From an optimization exercise on the open Yosys and OpenROAD flow, aimed at small area, a short achievable clock period and few clock cycles per item; shortcuts taken in it are not production practice.
Only simulation tests tie the RTL to the original design; equivalence was not proved.

==> design/flow/design.v <==
`default_nettype none
module dotAcc
  ( input  var logic [7:0]  a0
  , input  var logic [7:0]  b0
  , input  var logic [7:0]  a1
  , input  var logic [7:0]  b1
  , input  var logic [17:0] acc
  , output var logic [17:0] s
  );
  logic pp1;
  logic pp2;
  logic pp3;
  logic pp4;
  logic pp5;
  logic pp6;
  logic pp7;
  logic pp8;
  logic pp9;
  logic pp10;
  logic pp11;
  logic pp12;
  logic pp13;
  logic pp14;
  logic pp15;
  logic pp16;
  logic pp17;
  logic pp18;
  logic pp19;
  logic pp20;
  logic pp21;
  logic pp22;
  logic pp23;
  logic pp24;
  logic pp25;
  logic pp26;
  logic pp27;
  logic pp28;
  logic pp29;
  logic pp30;
  logic pp31;
  logic pp32;
  logic pp33;
  logic pp34;
  logic pp35;
  logic pp36;
  logic pp37;
  logic pp38;
  logic pp39;
  logic pp40;
  logic pp41;
  logic pp42;
  logic pp43;
  logic pp44;
  logic pp45;
  logic pp46;
  logic pp47;
  logic pp48;
  logic pp49;
  logic pp50;
  logic pp51;
  logic pp52;
  logic pp53;
  logic pp54;
  logic pp55;
  logic pp56;
  logic pp57;
  logic pp58;
  logic pp59;
  logic pp60;
  logic pp61;
  logic pp62;
  logic pp63;
  logic pp64;
  logic pp65;
  logic pp66;
  logic pp67;
  logic pp68;
  logic pp69;
  logic pp70;
  logic pp71;
  logic pp72;
  logic pp73;
  logic pp74;
  logic pp75;
  logic pp76;
  logic pp77;
  logic pp78;
  logic pp79;
  logic pp80;
  logic pp81;
  logic pp82;
  logic pp83;
  logic pp84;
  logic pp85;
  logic pp86;
  logic pp87;
  logic pp88;
  logic pp89;
  logic pp90;
  logic pp91;
  logic pp92;
  logic pp93;
  logic pp94;
  logic pp95;
  logic pp96;
  logic pp97;
  logic pp98;
  logic pp99;
  logic pp100;
  logic pp101;
  logic pp102;
  logic pp103;
  logic pp104;
  logic pp105;
  logic pp106;
  logic pp107;
  logic pp108;
  logic pp109;
  logic pp110;
  logic pp111;
  logic pp112;
  logic pp113;
  logic pp114;
  logic pp115;
  logic pp116;
  logic pp117;
  logic pp118;
  logic pp119;
  logic pp120;
  logic pp121;
  logic pp122;
  logic pp123;
  logic pp124;
  logic pp125;
  logic pp126;
  logic pp127;
  logic pp128;
  logic s129;
  logic c130;
  logic s131;
  logic c132;
  logic s133;
  logic c134;
  logic s135;
  logic c136;
  logic s137;
  logic c138;
  logic s139;
  logic c140;
  logic s141;
  logic c142;
  logic s143;
  logic c144;
  logic s145;
  logic c146;
  logic s147;
  logic c148;
  logic s149;
  logic c150;
  logic s151;
  logic c152;
  logic s153;
  logic c154;
  logic s155;
  logic c156;
  logic s157;
  logic c158;
  logic s159;
  logic c160;
  logic s161;
  logic c162;
  logic s163;
  logic c164;
  logic s165;
  logic c166;
  logic s167;
  logic c168;
  logic s169;
  logic c170;
  logic s171;
  logic c172;
  logic s173;
  logic c174;
  logic s175;
  logic c176;
  logic s177;
  logic c178;
  logic s179;
  logic c180;
  logic s181;
  logic c182;
  logic s183;
  logic c184;
  logic s185;
  logic c186;
  logic s187;
  logic c188;
  logic s189;
  logic c190;
  logic s191;
  logic c192;
  logic s193;
  logic c194;
  logic s195;
  logic c196;
  logic s197;
  logic c198;
  logic s199;
  logic c200;
  logic s201;
  logic c202;
  logic s203;
  logic c204;
  logic s205;
  logic c206;
  logic s207;
  logic c208;
  logic s209;
  logic c210;
  logic s211;
  logic c212;
  logic s213;
  logic c214;
  logic s215;
  logic c216;
  logic s217;
  logic c218;
  logic s219;
  logic c220;
  logic s221;
  logic c222;
  logic s223;
  logic c224;
  logic s225;
  logic c226;
  logic s227;
  logic c228;
  logic s229;
  logic c230;
  logic s231;
  logic c232;
  logic s233;
  logic c234;
  logic s235;
  logic c236;
  logic s237;
  logic c238;
  logic s239;
  logic c240;
  logic s241;
  logic c242;
  logic s243;
  logic c244;
  logic s245;
  logic c246;
  logic s247;
  logic c248;
  logic s249;
  logic c250;
  logic s251;
  logic c252;
  logic s253;
  logic c254;
  logic s255;
  logic c256;
  logic s257;
  logic c258;
  logic s259;
  logic c260;
  logic s261;
  logic c262;
  logic s263;
  logic c264;
  logic s265;
  logic c266;
  logic s267;
  logic c268;
  logic s269;
  logic c270;
  logic s271;
  logic c272;
  logic s273;
  logic c274;
  logic s275;
  logic c276;
  logic s277;
  logic c278;
  logic s279;
  logic c280;
  logic s281;
  logic c282;
  logic s283;
  logic c284;
  logic s285;
  logic c286;
  logic s287;
  logic c288;
  logic s289;
  logic c290;
  logic s291;
  logic c292;
  logic s293;
  logic c294;
  logic s295;
  logic c296;
  logic s297;
  logic c298;
  logic s299;
  logic c300;
  logic s301;
  logic c302;
  logic s303;
  logic c304;
  logic s305;
  logic c306;
  logic s307;
  logic c308;
  logic s309;
  logic c310;
  logic s311;
  logic c312;
  logic s313;
  logic c314;
  logic s315;
  logic c316;
  logic s317;
  logic c318;
  logic s319;
  logic c320;
  logic s321;
  logic c322;
  logic s323;
  logic c324;
  logic s325;
  logic c326;
  logic s327;
  logic c328;
  logic s329;
  logic c330;
  logic s331;
  logic c332;
  logic s333;
  logic c334;
  logic s335;
  logic c336;
  logic s337;
  logic c338;
  logic s339;
  logic c340;
  logic s341;
  logic c342;
  logic s343;
  logic c344;
  logic s345;
  logic c346;
  logic s347;
  logic c348;
  logic s349;
  logic c350;
  logic s351;
  logic c352;
  logic s353;
  logic c354;
  logic s355;
  logic c356;
  logic s357;
  logic c358;
  logic s359;
  logic c360;
  logic s361;
  logic c362;
  logic s363;
  logic c364;
  logic s365;
  logic c366;
  logic s367;
  logic c368;
  logic s369;
  logic c370;
  logic s371;
  logic c372;
  assign pp1 = a0[0] & b0[0];
  assign pp2 = a0[0] & b0[1];
  assign pp3 = a0[0] & b0[2];
  assign pp4 = a0[0] & b0[3];
  assign pp5 = a0[0] & b0[4];
  assign pp6 = a0[0] & b0[5];
  assign pp7 = a0[0] & b0[6];
  assign pp8 = a0[0] & b0[7];
  assign pp9 = a0[1] & b0[0];
  assign pp10 = a0[1] & b0[1];
  assign pp11 = a0[1] & b0[2];
  assign pp12 = a0[1] & b0[3];
  assign pp13 = a0[1] & b0[4];
  assign pp14 = a0[1] & b0[5];
  assign pp15 = a0[1] & b0[6];
  assign pp16 = a0[1] & b0[7];
  assign pp17 = a0[2] & b0[0];
  assign pp18 = a0[2] & b0[1];
  assign pp19 = a0[2] & b0[2];
  assign pp20 = a0[2] & b0[3];
  assign pp21 = a0[2] & b0[4];
  assign pp22 = a0[2] & b0[5];
  assign pp23 = a0[2] & b0[6];
  assign pp24 = a0[2] & b0[7];
  assign pp25 = a0[3] & b0[0];
  assign pp26 = a0[3] & b0[1];
  assign pp27 = a0[3] & b0[2];
  assign pp28 = a0[3] & b0[3];
  assign pp29 = a0[3] & b0[4];
  assign pp30 = a0[3] & b0[5];
  assign pp31 = a0[3] & b0[6];
  assign pp32 = a0[3] & b0[7];
  assign pp33 = a0[4] & b0[0];
  assign pp34 = a0[4] & b0[1];
  assign pp35 = a0[4] & b0[2];
  assign pp36 = a0[4] & b0[3];
  assign pp37 = a0[4] & b0[4];
  assign pp38 = a0[4] & b0[5];
  assign pp39 = a0[4] & b0[6];
  assign pp40 = a0[4] & b0[7];
  assign pp41 = a0[5] & b0[0];
  assign pp42 = a0[5] & b0[1];
  assign pp43 = a0[5] & b0[2];
  assign pp44 = a0[5] & b0[3];
  assign pp45 = a0[5] & b0[4];
  assign pp46 = a0[5] & b0[5];
  assign pp47 = a0[5] & b0[6];
  assign pp48 = a0[5] & b0[7];
  assign pp49 = a0[6] & b0[0];
  assign pp50 = a0[6] & b0[1];
  assign pp51 = a0[6] & b0[2];
  assign pp52 = a0[6] & b0[3];
  assign pp53 = a0[6] & b0[4];
  assign pp54 = a0[6] & b0[5];
  assign pp55 = a0[6] & b0[6];
  assign pp56 = a0[6] & b0[7];
  assign pp57 = a0[7] & b0[0];
  assign pp58 = a0[7] & b0[1];
  assign pp59 = a0[7] & b0[2];
  assign pp60 = a0[7] & b0[3];
  assign pp61 = a0[7] & b0[4];
  assign pp62 = a0[7] & b0[5];
  assign pp63 = a0[7] & b0[6];
  assign pp64 = a0[7] & b0[7];
  assign pp65 = a1[0] & b1[0];
  assign pp66 = a1[0] & b1[1];
  assign pp67 = a1[0] & b1[2];
  assign pp68 = a1[0] & b1[3];
  assign pp69 = a1[0] & b1[4];
  assign pp70 = a1[0] & b1[5];
  assign pp71 = a1[0] & b1[6];
  assign pp72 = a1[0] & b1[7];
  assign pp73 = a1[1] & b1[0];
  assign pp74 = a1[1] & b1[1];
  assign pp75 = a1[1] & b1[2];
  assign pp76 = a1[1] & b1[3];
  assign pp77 = a1[1] & b1[4];
  assign pp78 = a1[1] & b1[5];
  assign pp79 = a1[1] & b1[6];
  assign pp80 = a1[1] & b1[7];
  assign pp81 = a1[2] & b1[0];
  assign pp82 = a1[2] & b1[1];
  assign pp83 = a1[2] & b1[2];
  assign pp84 = a1[2] & b1[3];
  assign pp85 = a1[2] & b1[4];
  assign pp86 = a1[2] & b1[5];
  assign pp87 = a1[2] & b1[6];
  assign pp88 = a1[2] & b1[7];
  assign pp89 = a1[3] & b1[0];
  assign pp90 = a1[3] & b1[1];
  assign pp91 = a1[3] & b1[2];
  assign pp92 = a1[3] & b1[3];
  assign pp93 = a1[3] & b1[4];
  assign pp94 = a1[3] & b1[5];
  assign pp95 = a1[3] & b1[6];
  assign pp96 = a1[3] & b1[7];
  assign pp97 = a1[4] & b1[0];
  assign pp98 = a1[4] & b1[1];
  assign pp99 = a1[4] & b1[2];
  assign pp100 = a1[4] & b1[3];
  assign pp101 = a1[4] & b1[4];
  assign pp102 = a1[4] & b1[5];
  assign pp103 = a1[4] & b1[6];
  assign pp104 = a1[4] & b1[7];
  assign pp105 = a1[5] & b1[0];
  assign pp106 = a1[5] & b1[1];
  assign pp107 = a1[5] & b1[2];
  assign pp108 = a1[5] & b1[3];
  assign pp109 = a1[5] & b1[4];
  assign pp110 = a1[5] & b1[5];
  assign pp111 = a1[5] & b1[6];
  assign pp112 = a1[5] & b1[7];
  assign pp113 = a1[6] & b1[0];
  assign pp114 = a1[6] & b1[1];
  assign pp115 = a1[6] & b1[2];
  assign pp116 = a1[6] & b1[3];
  assign pp117 = a1[6] & b1[4];
  assign pp118 = a1[6] & b1[5];
  assign pp119 = a1[6] & b1[6];
  assign pp120 = a1[6] & b1[7];
  assign pp121 = a1[7] & b1[0];
  assign pp122 = a1[7] & b1[1];
  assign pp123 = a1[7] & b1[2];
  assign pp124 = a1[7] & b1[3];
  assign pp125 = a1[7] & b1[4];
  assign pp126 = a1[7] & b1[5];
  assign pp127 = a1[7] & b1[6];
  assign pp128 = a1[7] & b1[7];
  assign s129 = acc[6] ^ pp7 ^ pp14;
  assign c130 = (acc[6] & pp7) | (acc[6] & pp14) | (pp7 & pp14);
  assign s131 = acc[7] ^ pp8 ^ pp15;
  assign c132 = (acc[7] & pp8) | (acc[7] & pp15) | (pp8 & pp15);
  assign s133 = pp22 ^ pp29 ^ pp36;
  assign c134 = (pp22 & pp29) | (pp22 & pp36) | (pp29 & pp36);
  assign s135 = pp43 ^ pp50;
  assign c136 = pp43 & pp50;
  assign s137 = acc[8] ^ pp16 ^ pp23;
  assign c138 = (acc[8] & pp16) | (acc[8] & pp23) | (pp16 & pp23);
  assign s139 = pp30 ^ pp37 ^ pp44;
  assign c140 = (pp30 & pp37) | (pp30 & pp44) | (pp37 & pp44);
  assign s141 = pp51 ^ pp58;
  assign c142 = pp51 & pp58;
  assign s143 = acc[9] ^ pp24 ^ pp31;
  assign c144 = (acc[9] & pp24) | (acc[9] & pp31) | (pp24 & pp31);
  assign s145 = pp38 ^ pp45;
  assign c146 = pp38 & pp45;
  assign s147 = acc[4] ^ pp5 ^ pp12;
  assign c148 = (acc[4] & pp5) | (acc[4] & pp12) | (pp5 & pp12);
  assign s149 = acc[5] ^ pp6 ^ pp13;
  assign c150 = (acc[5] & pp6) | (acc[5] & pp13) | (pp6 & pp13);
  assign s151 = pp20 ^ pp27 ^ pp34;
  assign c152 = (pp20 & pp27) | (pp20 & pp34) | (pp27 & pp34);
  assign s153 = pp41 ^ pp70;
  assign c154 = pp41 & pp70;
  assign s155 = pp21 ^ pp28 ^ pp35;
  assign c156 = (pp21 & pp28) | (pp21 & pp35) | (pp28 & pp35);
  assign s157 = pp42 ^ pp49 ^ pp71;
  assign c158 = (pp42 & pp49) | (pp42 & pp71) | (pp49 & pp71);
  assign s159 = pp78 ^ pp85 ^ pp92;
  assign c160 = (pp78 & pp85) | (pp78 & pp92) | (pp85 & pp92);
  assign s161 = pp99 ^ pp106;
  assign c162 = pp99 & pp106;
  assign s163 = pp57 ^ pp72 ^ pp79;
  assign c164 = (pp57 & pp72) | (pp57 & pp79) | (pp72 & pp79);
  assign s165 = pp86 ^ pp93 ^ pp100;
  assign c166 = (pp86 & pp93) | (pp86 & pp100) | (pp93 & pp100);
  assign s167 = pp107 ^ pp114 ^ pp121;
  assign c168 = (pp107 & pp114) | (pp107 & pp121) | (pp114 & pp121);
  assign s169 = s131 ^ s133 ^ s135;
  assign c170 = (s131 & s133) | (s131 & s135) | (s133 & s135);
  assign s171 = pp80 ^ pp87 ^ pp94;
  assign c172 = (pp80 & pp87) | (pp80 & pp94) | (pp87 & pp94);
  assign s173 = pp101 ^ pp108 ^ pp115;
  assign c174 = (pp101 & pp108) | (pp101 & pp115) | (pp108 & pp115);
  assign s175 = pp122 ^ s137 ^ s139;
  assign c176 = (pp122 & s137) | (pp122 & s139) | (s137 & s139);
  assign s177 = s141 ^ c132 ^ c134;
  assign c178 = (s141 & c132) | (s141 & c134) | (c132 & c134);
  assign s179 = pp52 ^ pp59 ^ pp88;
  assign c180 = (pp52 & pp59) | (pp52 & pp88) | (pp59 & pp88);
  assign s181 = pp95 ^ pp102 ^ pp109;
  assign c182 = (pp95 & pp102) | (pp95 & pp109) | (pp102 & pp109);
  assign s183 = pp116 ^ pp123 ^ s143;
  assign c184 = (pp116 & pp123) | (pp116 & s143) | (pp123 & s143);
  assign s185 = s145 ^ c138 ^ c140;
  assign c186 = (s145 & c138) | (s145 & c140) | (c138 & c140);
  assign s187 = acc[10] ^ pp32 ^ pp39;
  assign c188 = (acc[10] & pp32) | (acc[10] & pp39) | (pp32 & pp39);
  assign s189 = pp46 ^ pp53 ^ pp60;
  assign c190 = (pp46 & pp53) | (pp46 & pp60) | (pp53 & pp60);
  assign s191 = pp96 ^ pp103 ^ pp110;
  assign c192 = (pp96 & pp103) | (pp96 & pp110) | (pp103 & pp110);
  assign s193 = pp117 ^ pp124 ^ c144;
  assign c194 = (pp117 & pp124) | (pp117 & c144) | (pp124 & c144);
  assign s195 = acc[11] ^ pp40 ^ pp47;
  assign c196 = (acc[11] & pp40) | (acc[11] & pp47) | (pp40 & pp47);
  assign s197 = pp54 ^ pp61 ^ pp104;
  assign c198 = (pp54 & pp61) | (pp54 & pp104) | (pp61 & pp104);
  assign s199 = acc[2] ^ pp3;
  assign c200 = acc[2] & pp3;
  assign s201 = acc[3] ^ pp4 ^ pp11;
  assign c202 = (acc[3] & pp4) | (acc[3] & pp11) | (pp4 & pp11);
  assign s203 = pp18 ^ pp25 ^ pp68;
  assign c204 = (pp18 & pp25) | (pp18 & pp68) | (pp25 & pp68);
  assign s205 = pp19 ^ pp26 ^ pp33;
  assign c206 = (pp19 & pp26) | (pp19 & pp33) | (pp26 & pp33);
  assign s207 = pp69 ^ pp76 ^ pp83;
  assign c208 = (pp69 & pp76) | (pp69 & pp83) | (pp76 & pp83);
  assign s209 = pp90 ^ pp97;
  assign c210 = pp90 & pp97;
  assign s211 = pp77 ^ pp84 ^ pp91;
  assign c212 = (pp77 & pp84) | (pp77 & pp91) | (pp84 & pp91);
  assign s213 = pp98 ^ pp105 ^ s149;
  assign c214 = (pp98 & pp105) | (pp98 & s149) | (pp105 & s149);
  assign s215 = s151 ^ s153 ^ c148;
  assign c216 = (s151 & s153) | (s151 & c148) | (s153 & c148);
  assign s217 = pp113 ^ s129 ^ s155;
  assign c218 = (pp113 & s129) | (pp113 & s155) | (s129 & s155);
  assign s219 = s157 ^ s159 ^ s161;
  assign c220 = (s157 & s159) | (s157 & s161) | (s159 & s161);
  assign s221 = c150 ^ c152 ^ c154;
  assign c222 = (c150 & c152) | (c150 & c154) | (c152 & c154);
  assign s223 = c130 ^ s163 ^ s165;
  assign c224 = (c130 & s163) | (c130 & s165) | (s163 & s165);
  assign s225 = s167 ^ s169 ^ c156;
  assign c226 = (s167 & s169) | (s167 & c156) | (s169 & c156);
  assign s227 = c158 ^ c160 ^ c162;
  assign c228 = (c158 & c160) | (c158 & c162) | (c160 & c162);
  assign s229 = c136 ^ s171 ^ s173;
  assign c230 = (c136 & s171) | (c136 & s173) | (s171 & s173);
  assign s231 = s175 ^ s177 ^ c164;
  assign c232 = (s175 & s177) | (s175 & c164) | (s177 & c164);
  assign s233 = c166 ^ c168 ^ c170;
  assign c234 = (c166 & c168) | (c166 & c170) | (c168 & c170);
  assign s235 = c142 ^ s179 ^ s181;
  assign c236 = (c142 & s179) | (c142 & s181) | (s179 & s181);
  assign s237 = s183 ^ s185 ^ c172;
  assign c238 = (s183 & s185) | (s183 & c172) | (s185 & c172);
  assign s239 = c174 ^ c176 ^ c178;
  assign c240 = (c174 & c176) | (c174 & c178) | (c176 & c178);
  assign s241 = c146 ^ s187 ^ s189;
  assign c242 = (c146 & s187) | (c146 & s189) | (s187 & s189);
  assign s243 = s191 ^ s193 ^ c180;
  assign c244 = (s191 & s193) | (s191 & c180) | (s193 & c180);
  assign s245 = c182 ^ c184 ^ c186;
  assign c246 = (c182 & c184) | (c182 & c186) | (c184 & c186);
  assign s247 = pp111 ^ pp118 ^ pp125;
  assign c248 = (pp111 & pp118) | (pp111 & pp125) | (pp118 & pp125);
  assign s249 = s195 ^ s197 ^ c188;
  assign c250 = (s195 & s197) | (s195 & c188) | (s197 & c188);
  assign s251 = c190 ^ c192 ^ c194;
  assign c252 = (c190 & c192) | (c190 & c194) | (c192 & c194);
  assign s253 = acc[12] ^ pp48 ^ pp55;
  assign c254 = (acc[12] & pp48) | (acc[12] & pp55) | (pp48 & pp55);
  assign s255 = pp62 ^ pp112 ^ pp119;
  assign c256 = (pp62 & pp112) | (pp62 & pp119) | (pp112 & pp119);
  assign s257 = pp126 ^ c196 ^ c198;
  assign c258 = (pp126 & c196) | (pp126 & c198) | (c196 & c198);
  assign s259 = acc[13] ^ pp56 ^ pp63;
  assign c260 = (acc[13] & pp56) | (acc[13] & pp63) | (pp56 & pp63);
  assign s261 = acc[1] ^ pp2;
  assign c262 = acc[1] & pp2;
  assign s263 = pp10 ^ pp17 ^ pp67;
  assign c264 = (pp10 & pp17) | (pp10 & pp67) | (pp17 & pp67);
  assign s265 = pp74 ^ pp81;
  assign c266 = pp74 & pp81;
  assign s267 = pp75 ^ pp82 ^ pp89;
  assign c268 = (pp75 & pp82) | (pp75 & pp89) | (pp82 & pp89);
  assign s269 = s201 ^ s203 ^ c200;
  assign c270 = (s201 & s203) | (s201 & c200) | (s203 & c200);
  assign s271 = s147 ^ s205 ^ s207;
  assign c272 = (s147 & s205) | (s147 & s207) | (s205 & s207);
  assign s273 = s209 ^ c202 ^ c204;
  assign c274 = (s209 & c202) | (s209 & c204) | (c202 & c204);
  assign s275 = s211 ^ s213 ^ s215;
  assign c276 = (s211 & s213) | (s211 & s215) | (s213 & s215);
  assign s277 = c206 ^ c208 ^ c210;
  assign c278 = (c206 & c208) | (c206 & c210) | (c208 & c210);
  assign s279 = s217 ^ s219 ^ s221;
  assign c280 = (s217 & s219) | (s217 & s221) | (s219 & s221);
  assign s281 = c212 ^ c214 ^ c216;
  assign c282 = (c212 & c214) | (c212 & c216) | (c214 & c216);
  assign s283 = s223 ^ s225 ^ s227;
  assign c284 = (s223 & s225) | (s223 & s227) | (s225 & s227);
  assign s285 = c218 ^ c220 ^ c222;
  assign c286 = (c218 & c220) | (c218 & c222) | (c220 & c222);
  assign s287 = s229 ^ s231 ^ s233;
  assign c288 = (s229 & s231) | (s229 & s233) | (s231 & s233);
  assign s289 = c224 ^ c226 ^ c228;
  assign c290 = (c224 & c226) | (c224 & c228) | (c226 & c228);
  assign s291 = s235 ^ s237 ^ s239;
  assign c292 = (s235 & s237) | (s235 & s239) | (s237 & s239);
  assign s293 = c230 ^ c232 ^ c234;
  assign c294 = (c230 & c232) | (c230 & c234) | (c232 & c234);
  assign s295 = s241 ^ s243 ^ s245;
  assign c296 = (s241 & s243) | (s241 & s245) | (s243 & s245);
  assign s297 = c236 ^ c238 ^ c240;
  assign c298 = (c236 & c238) | (c236 & c240) | (c238 & c240);
  assign s299 = s247 ^ s249 ^ s251;
  assign c300 = (s247 & s249) | (s247 & s251) | (s249 & s251);
  assign s301 = c242 ^ c244 ^ c246;
  assign c302 = (c242 & c244) | (c242 & c246) | (c244 & c246);
  assign s303 = s253 ^ s255 ^ s257;
  assign c304 = (s253 & s255) | (s253 & s257) | (s255 & s257);
  assign s305 = c248 ^ c250 ^ c252;
  assign c306 = (c248 & c250) | (c248 & c252) | (c250 & c252);
  assign s307 = pp120 ^ pp127 ^ s259;
  assign c308 = (pp120 & pp127) | (pp120 & s259) | (pp127 & s259);
  assign s309 = c254 ^ c256 ^ c258;
  assign c310 = (c254 & c256) | (c254 & c258) | (c256 & c258);
  assign s311 = acc[14] ^ pp64 ^ pp128;
  assign c312 = (acc[14] & pp64) | (acc[14] & pp128) | (pp64 & pp128);
  assign s313 = pp9 ^ pp66;
  assign c314 = pp9 & pp66;
  assign s315 = s199 ^ s263 ^ s265;
  assign c316 = (s199 & s263) | (s199 & s265) | (s263 & s265);
  assign s317 = s267 ^ s269 ^ c264;
  assign c318 = (s267 & s269) | (s267 & c264) | (s269 & c264);
  assign s319 = s271 ^ s273 ^ c268;
  assign c320 = (s271 & s273) | (s271 & c268) | (s273 & c268);
  assign s321 = s275 ^ s277 ^ c272;
  assign c322 = (s275 & s277) | (s275 & c272) | (s277 & c272);
  assign s323 = s279 ^ s281 ^ c276;
  assign c324 = (s279 & s281) | (s279 & c276) | (s281 & c276);
  assign s325 = s283 ^ s285 ^ c280;
  assign c326 = (s283 & s285) | (s283 & c280) | (s285 & c280);
  assign s327 = s287 ^ s289 ^ c284;
  assign c328 = (s287 & s289) | (s287 & c284) | (s289 & c284);
  assign s329 = s291 ^ s293 ^ c288;
  assign c330 = (s291 & s293) | (s291 & c288) | (s293 & c288);
  assign s331 = s295 ^ s297 ^ c292;
  assign c332 = (s295 & s297) | (s295 & c292) | (s297 & c292);
  assign s333 = s299 ^ s301 ^ c296;
  assign c334 = (s299 & s301) | (s299 & c296) | (s301 & c296);
  assign s335 = s303 ^ s305 ^ c300;
  assign c336 = (s303 & s305) | (s303 & c300) | (s305 & c300);
  assign s337 = s307 ^ s309 ^ c304;
  assign c338 = (s307 & s309) | (s307 & c304) | (s309 & c304);
  assign s339 = c260 ^ s311 ^ c308;
  assign c340 = (c260 & s311) | (c260 & c308) | (s311 & c308);
  assign s341 = acc[0] ^ pp1;
  assign c342 = acc[0] & pp1;
  assign s343 = pp73 ^ s261 ^ s313;
  assign c344 = (pp73 & s261) | (pp73 & s313) | (s261 & s313);
  assign s345 = c262 ^ s315 ^ c314;
  assign c346 = (c262 & s315) | (c262 & c314) | (s315 & c314);
  assign s347 = c266 ^ s317 ^ c316;
  assign c348 = (c266 & s317) | (c266 & c316) | (s317 & c316);
  assign s349 = c270 ^ s319 ^ c318;
  assign c350 = (c270 & s319) | (c270 & c318) | (s319 & c318);
  assign s351 = c274 ^ s321 ^ c320;
  assign c352 = (c274 & s321) | (c274 & c320) | (s321 & c320);
  assign s353 = c278 ^ s323 ^ c322;
  assign c354 = (c278 & s323) | (c278 & c322) | (s323 & c322);
  assign s355 = c282 ^ s325 ^ c324;
  assign c356 = (c282 & s325) | (c282 & c324) | (s325 & c324);
  assign s357 = c286 ^ s327 ^ c326;
  assign c358 = (c286 & s327) | (c286 & c326) | (s327 & c326);
  assign s359 = c290 ^ s329 ^ c328;
  assign c360 = (c290 & s329) | (c290 & c328) | (s329 & c328);
  assign s361 = c294 ^ s331 ^ c330;
  assign c362 = (c294 & s331) | (c294 & c330) | (s331 & c330);
  assign s363 = c298 ^ s333 ^ c332;
  assign c364 = (c298 & s333) | (c298 & c332) | (s333 & c332);
  assign s365 = c302 ^ s335 ^ c334;
  assign c366 = (c302 & s335) | (c302 & c334) | (s335 & c334);
  assign s367 = c306 ^ s337 ^ c336;
  assign c368 = (c306 & s337) | (c306 & c336) | (s337 & c336);
  assign s369 = c310 ^ s339 ^ c338;
  assign c370 = (c310 & s339) | (c310 & c338) | (s339 & c338);
  assign s371 = acc[15] ^ c312 ^ c340;
  assign c372 = (acc[15] & c312) | (acc[15] & c340) | (c312 & c340);
  logic [17:0] ra, rb;
  assign ra = {acc[17], acc[16], s371, s369, s367, s365, s363, s361, s359, s357, s355, s353, s351, s349, s347, s345, s343, pp65};
  assign rb = {1'b0, c372, c370, c368, c366, c364, c362, c360, c358, c356, c354, c352, c350, c348, c346, c344, c342, s341};
  assign s = ra + rb;
endmodule
`resetall
`default_nettype none
module systolicArray
  ( input  var logic [3:0][1:0][7:0]  i_a
  , input  var logic [1:0][3:0][7:0]  i_b
  , input  var logic [3:0][3:0][17:0] i_acc
  , output var logic [3:0][3:0][17:0] o_c
  );
  for (genvar i = 0; i < 4; i++) begin: PerRow
    for (genvar j = 0; j < 4; j++) begin: PerCol
      dotAcc u_dotAcc
      ( .a0  (i_a[i][0])
      , .b0  (i_b[0][j])
      , .a1  (i_a[i][1])
      , .b1  (i_b[1][j])
      , .acc (i_acc[i][j])
      , .s   (o_c[i][j])
      );
    end: PerCol
  end: PerRow
endmodule
`resetall
`default_nettype none
module topSystolicArray
  ( input  var logic                  i_clk
  , input  var logic                  i_arst
  , input  var logic [3:0][3:0][7:0]  i_a
  , input  var logic [3:0][3:0][7:0]  i_b
  , input  var logic                  i_validInput
  , output var logic [3:0][3:0][31:0] o_c
  , output var logic                  o_validResult
  );
  logic validResult_q;
  always_ff @(posedge i_clk, posedge i_arst)
    if (i_arst)
      validResult_q <= 1'b0;
    else
      validResult_q <= i_validInput;
  always_comb
    o_validResult = validResult_q;
  logic [3:0][1:0][7:0] aHi_q;
  logic [1:0][3:0][7:0] bHi_q;
  for (genvar i = 0; i < 4; i++) begin: perHalf
    always_ff @(posedge i_clk) begin
      aHi_q[i] <= {i_a[i][3], i_a[i][2]};
      bHi_q[i/2][(i%2)*2 +: 2] <= {i_b[2 + i/2][(i%2)*2 + 1], i_b[2 + i/2][(i%2)*2]};
    end
  end: perHalf
  logic [3:0][1:0][7:0] xa;
  logic [1:0][3:0][7:0] xb;
  for (genvar i = 0; i < 4; i++) begin: perOperand
    for (genvar m = 0; m < 2; m++) begin: perK
      always_comb begin
        xa[i][m] = validResult_q ? aHi_q[i][m] : i_a[i][m];
        xb[m][i] = validResult_q ? bHi_q[m][i] : i_b[m][i];
      end
    end: perK
  end: perOperand
  logic [3:0][3:0][17:0] acc, sum, partial_q;
  for (genvar i = 0; i < 4; i++) begin: perRow
    for (genvar j = 0; j < 4; j++) begin: perCol
      always_comb
        acc[i][j] = validResult_q ? partial_q[i][j] : 18'd0;
      always_ff @(posedge i_clk)
        partial_q[i][j] <= sum[i][j];
      always_comb
        o_c[i][j] = {14'd0, sum[i][j]};
    end: perCol
  end: perRow
  systolicArray u_systolicArray
  ( .i_a   (xa)
  , .i_b   (xb)
  , .i_acc (acc)
  , .o_c   (sum)
  );
endmodule
`resetall
==> design/flow/run.sh <==
#!/bin/bash
# synth_recipe.tcl (not shown) runs the flow's synth.tcl, then flattens the netlist and writes it again
# the make line also repeats each setting of config.mk as NAME=value (left out here)
make -C /OpenROAD-flow-scripts/flow DESIGN_CONFIG=/design/flow/config.mk WORK_HOME=/design/flow/orfs CLKGATE_MAP_FILE= SYNTH_SCRIPT=/design/flow/synth_recipe.tcl finish
==> design/flow/config.mk <==
export PLATFORM = sky130hd
export DESIGN_NAME = topSystolicArray
export DESIGN_NICKNAME = topSystolicArray
export VERILOG_FILES = /design/flow/design.v
export SDC_FILE = /design/flow/constraint.sdc
export NUM_CORES = 4
export LEC_CHECK = 0
export CAP_MARGIN = 20
export CORE_MARGIN = 2
export CORE_UTILIZATION = 40
export SLEW_MARGIN = 20
==> design/flow/constraint.sdc <==
create_clock -name core_clock -period 7.0 [get_ports {i_clk}]
set_input_delay 1.4000 -clock core_clock [delete_from_list [all_inputs] [get_ports {i_clk}]]
set_output_delay 1.4000 -clock core_clock [all_outputs]
set_load 0.01 [all_outputs]
==> summary.txt <==
Run status
  • Status: complete, but fails checks
  • Failed layout checks: negative setup slack

Finish
  • Most frequent cells in the layout: 1,774 x buf_4, 1,709 x fa_1, 1,638 x inv_1, 1,371 x nor2_1, 851 x nand2_1
  • Nets: 13.9k
  • Layout area overhead: 46.4%
  • Post-route core utilization: 59.1%
  • Fillers: 17.5k
  • Multi-input combinational cell area: 68,700 sq um
  • Share of cells above drive strength 1: 31.2%
  • Most common cell after layout, fill and taps aside: buf_4
  • Storage cell area: 8360 sq um

STA
  • Worst hold margin: 0.486 ns
  • RSZ-0062 raised after global routing: true
  • Highest Clock Rate: 114 MHz
  • Final setup vio count: 255
  • Final Critical Period: 8.76 ns
  • Slew headroom: 50.5%
  • Final count of hold timing violations: 0
  • Final clock skew: 0.0420 ns
  • Worst slew pin tran: 0.723 ns
  • Final WS setup: -1.76 ns
  • Period Utilization, post-route: 125%
  • Final Max Tran Viols: 0

Global route
  • GR Util All Layers: 37.7%
  • Largest net degree at the start of global routing: 28
  • Vias in the first global route: 76.7k
  • First-pass GRT wire length: 544 mm
  • Antenna violations before repair: 21
  • Grt ovf: 0

Yosys
  • Sequential fraction of the synthesis area: 10.5%
  • Post-synthesis instance area: 79,800 sq um
  • Cells after synthesis: 8,893
  • Post-Synth Adder-Cell Area: 52.0%
  • FF+latch count, synth: 417
  • Compound-Gate Fraction of Synth Area: 5.29%
  • Netlist cell types: 76
  • Proportion of synthesized area in mux cells: 3.38%
  • Simple-gate share of the synthesized area: 14.4%
  • Number of synthesized flops with an enable pin: 0
  • Synth async-reset ratio: 0.240%
  • Synth Area in XOR/XNOR: 2.46%
  • Synth Warn #: 1
  • Syn avg cell area: 8.98 sq um
  • Synth Flop Type: dfxtp_1
  • Main combinational cell family by area after synthesis: adder cells

Drt
  • DRT Wirelength: 388 mm
  • DR iter-0 viols: 5,514
  • First-pass iteration count of the detailed router: 6
  • DRC Markers: 0
  • Vias per cell: 5.12
  • Routed vias: 72.2k
  • WL per Instance: 27.5 um
  • Antenna-violating nets left: 0

Die
  • Initial Util: 40.4%
  • Die Footprint: 203,000 sq um
  • Row cnt: 163
  • Chip width: 451 um
  • I/O Pins: 772
  • Placeable Area: 198,000 sq um
  • Die Span Y: 451 um

Clock network
  • CTS Sinks: 417
  • Clk root buf: clkbuf_16
  • H-tree depth: 2
  • Clock Path Buffers: 3
  • CTS Buf Count: 60
  • Worst-path clk slew: 0.06 ns
  • Worst-Skew Late Latency: 0.77 ns
  • CTS tree: done

Placement
  • Port bufs: 547
  • Pre-CTS setup slack: -2.40 ns
  • RePlAce Congestion: 1.02
  • Detailed-placement wirelength estimate: 326 mm

Flow run
  • Max cap viols: 0

Critical path
  • Startpoint types: flip-flop
  • CP Cell Sequence: buf_12, buf_16, buf_16, buf_12, mux2i_4, buf_8, nor2_4, fa_1, fa_1, fa_1, fa_1, inv_1, fa_1, inv_1, fa_1, ha_4, a21o_1, or3_4, a21oi_4, o31ai_4, buf_4, o311ai_4, buf_12, buf_6
  • Slowest stage delay, CP: 0.54 ns
  • Crit Path Class: reg -> out
  • Peak fanout along the critical path: 8
  • CP dominant cell by count: fa_1
  • Crit end category: primary output
  • Critical Path AT: 7.36 ns
  • Worst EP required: 5.60 ns
  • Slowest CP cell: fa_1

Hold path
  • Min-delay worst type: reg -> reg
==> cell families (layout without fill, tap and decap cells) <==
family          after synthesis  in the layout
buf+inv                    2325           4675
fa+ha+maj                  2240           2240
other cells                   1            241
flops                       417            417
simple gates               2803           2803
xor+xnor                    224            224
compound gates              629            629
mux                         254            254
==> final timing paths <==
kind                                                end                     from  cells past startpoint  slack [ns]
worst max-delay path                           o_c[367]  validResult_q$_DFF_PP0_                     24       -1.76
worst min-delay path              partial_q[35]$_DFF_P_    partial_q[35]$_DFF_P_                      2        0.49
worst max register to register   partial_q[233]$_DFF_P_  validResult_q$_DFF_PP0_                     23        0.40
worst min register to register    partial_q[35]$_DFF_P_    partial_q[35]$_DFF_P_                      2        0.49
max in group asynchronous       validResult_q$_DFF_PP0_                   i_arst                      2        6.11
min in group asynchronous       validResult_q$_DFF_PP0_                   i_arst                      2        0.79
==> Yosys cell counts (9+ instances only) <==
cell type / number / area (sq um)
a2111oi_0: 11 / 96.3
a211oi_1: 15 / 113
a21o_1: 91 / 683
a21oi_1: 194 / 971
a31oi_1: 19 / 119
and2_1: 185 / 1160
and3_1: 21 / 131
buf_1: 19 / 71.3
buf_2: 14 / 70.1
buf_4: 224 / 1680
clkbuf_1: 358 / 1340
dfxtp_1: 416 / 8330
fa_1: 1792 / 35900
ha_1: 448 / 5610
inv_1: 1710 / 6420
mux2_2: 124 / 1400
mux2i_1: 130 / 1300
nand2_1: 925 / 3470
nand2b_1: 37 / 231
nand3_1: 37 / 185
nand4_1: 18 / 113
nor2_1: 1450 / 5440
nor2b_1: 19 / 119
nor3_1: 47 / 235
o211ai_1: 21 / 158
o21a_1: 32 / 240
o21ai_0: 87 / 435
o21bai_1: 43 / 323
o311ai_0: 9 / 78.8
o31ai_1: 18 / 135
or2_2: 16 / 100
or3_1: 15 / 93.8
xnor2_1: 141 / 1230
xor2_1: 83 / 727
==> metal layers <==
layer	track usage (%)	vias up	part of all wire, %
met1	49.8	37127	40
met2	59.5	3098	46
met4	19.2	6	6.6
met5	0	-	0.0088
li1	-	31238	-
met3	6.51	775	7.7
==> sequential cells by signal (all words and copies together) (netlist names) <==
name	flops
validResult_q	1
partial_q	288
bHi_q	64
aHi_q	64
==> per-stage QoR <==
step	instance area (sq um)	cells	TNS (ns)
3_3_place_gp	109000	13686	-435.49
3_5_place_dp	109000	13686	-440.40
6_report	117000	14123	-314.30
2_1_floorplan	84400	9116	-62.84
4_1_cts	113000	13945	-341.46
5_1_grt	117000	14118	-355.26
==> cell type report <==
| class | instances | area share (%) |
|---|---|---|
| Tap cell | 2640 | 2.83 |
| Multi-Input combinational cell | 6374 | 58.8 |
| Antenna cell | 17 | 0.0364 |
| Clock inverter | 36 | 0.320 |
| Timing Repair Buffer | 2852 | 23.9 |
| Clock buffer | 77 | 1.44 |
| Sequential cell | 417 | 7.15 |
| Inverter | 1710 | 5.50 |
==> critical path: cells and delay by family (launching register included) <==
kind | cells | cell delay (ns)
AOI/OAI and AO/OA | 4 | 0.83
adders and majority gates | 7 | 3.18
buffers and inverters | 10 | 1.40
DFF | 1 | 0.49
muxes | 1 | 0.21
and+or+nand+nor | 2 | 0.43
==> repair_timing <==
item / in CTS / in global routing
pin swaps: 205 / 338
setup endpoints to repair: 256 / 256
hold buffers: 0 / 0
gates resized for setup: 646 / 805
buffers inserted: 141 / 163
cloned: 7 / 10
Testbench counts, summed over its fixed seeds: cycles 1,016, items 512.

[afterwards: timing with drivers on the ports]
How much do the figures lean on ideal ports? The routed layout below was timed once more, with nothing changed but the port constraints. Step 1 assumes that a clkbuf_16 drives the clock port and a buf_2 every other input. Step 2 moves the port delays by t, midway between the first and last clock arrival at a register: inputs arrive t later, outputs are due t later. That takes back most of the time a late clock gives input paths. Three values: ideal, step 1, step 2; two values: the first two.
shift t [ns]: 0.837
setup WS [ns]: -1.760 / -1.848 / -1.771
worst setup path at the end: input to output
clock arrival spread, ns: 0.046 / 0.046
The setup slack of this run moves by -0.088 ns with the drivers and by -0.011 ns with both steps.
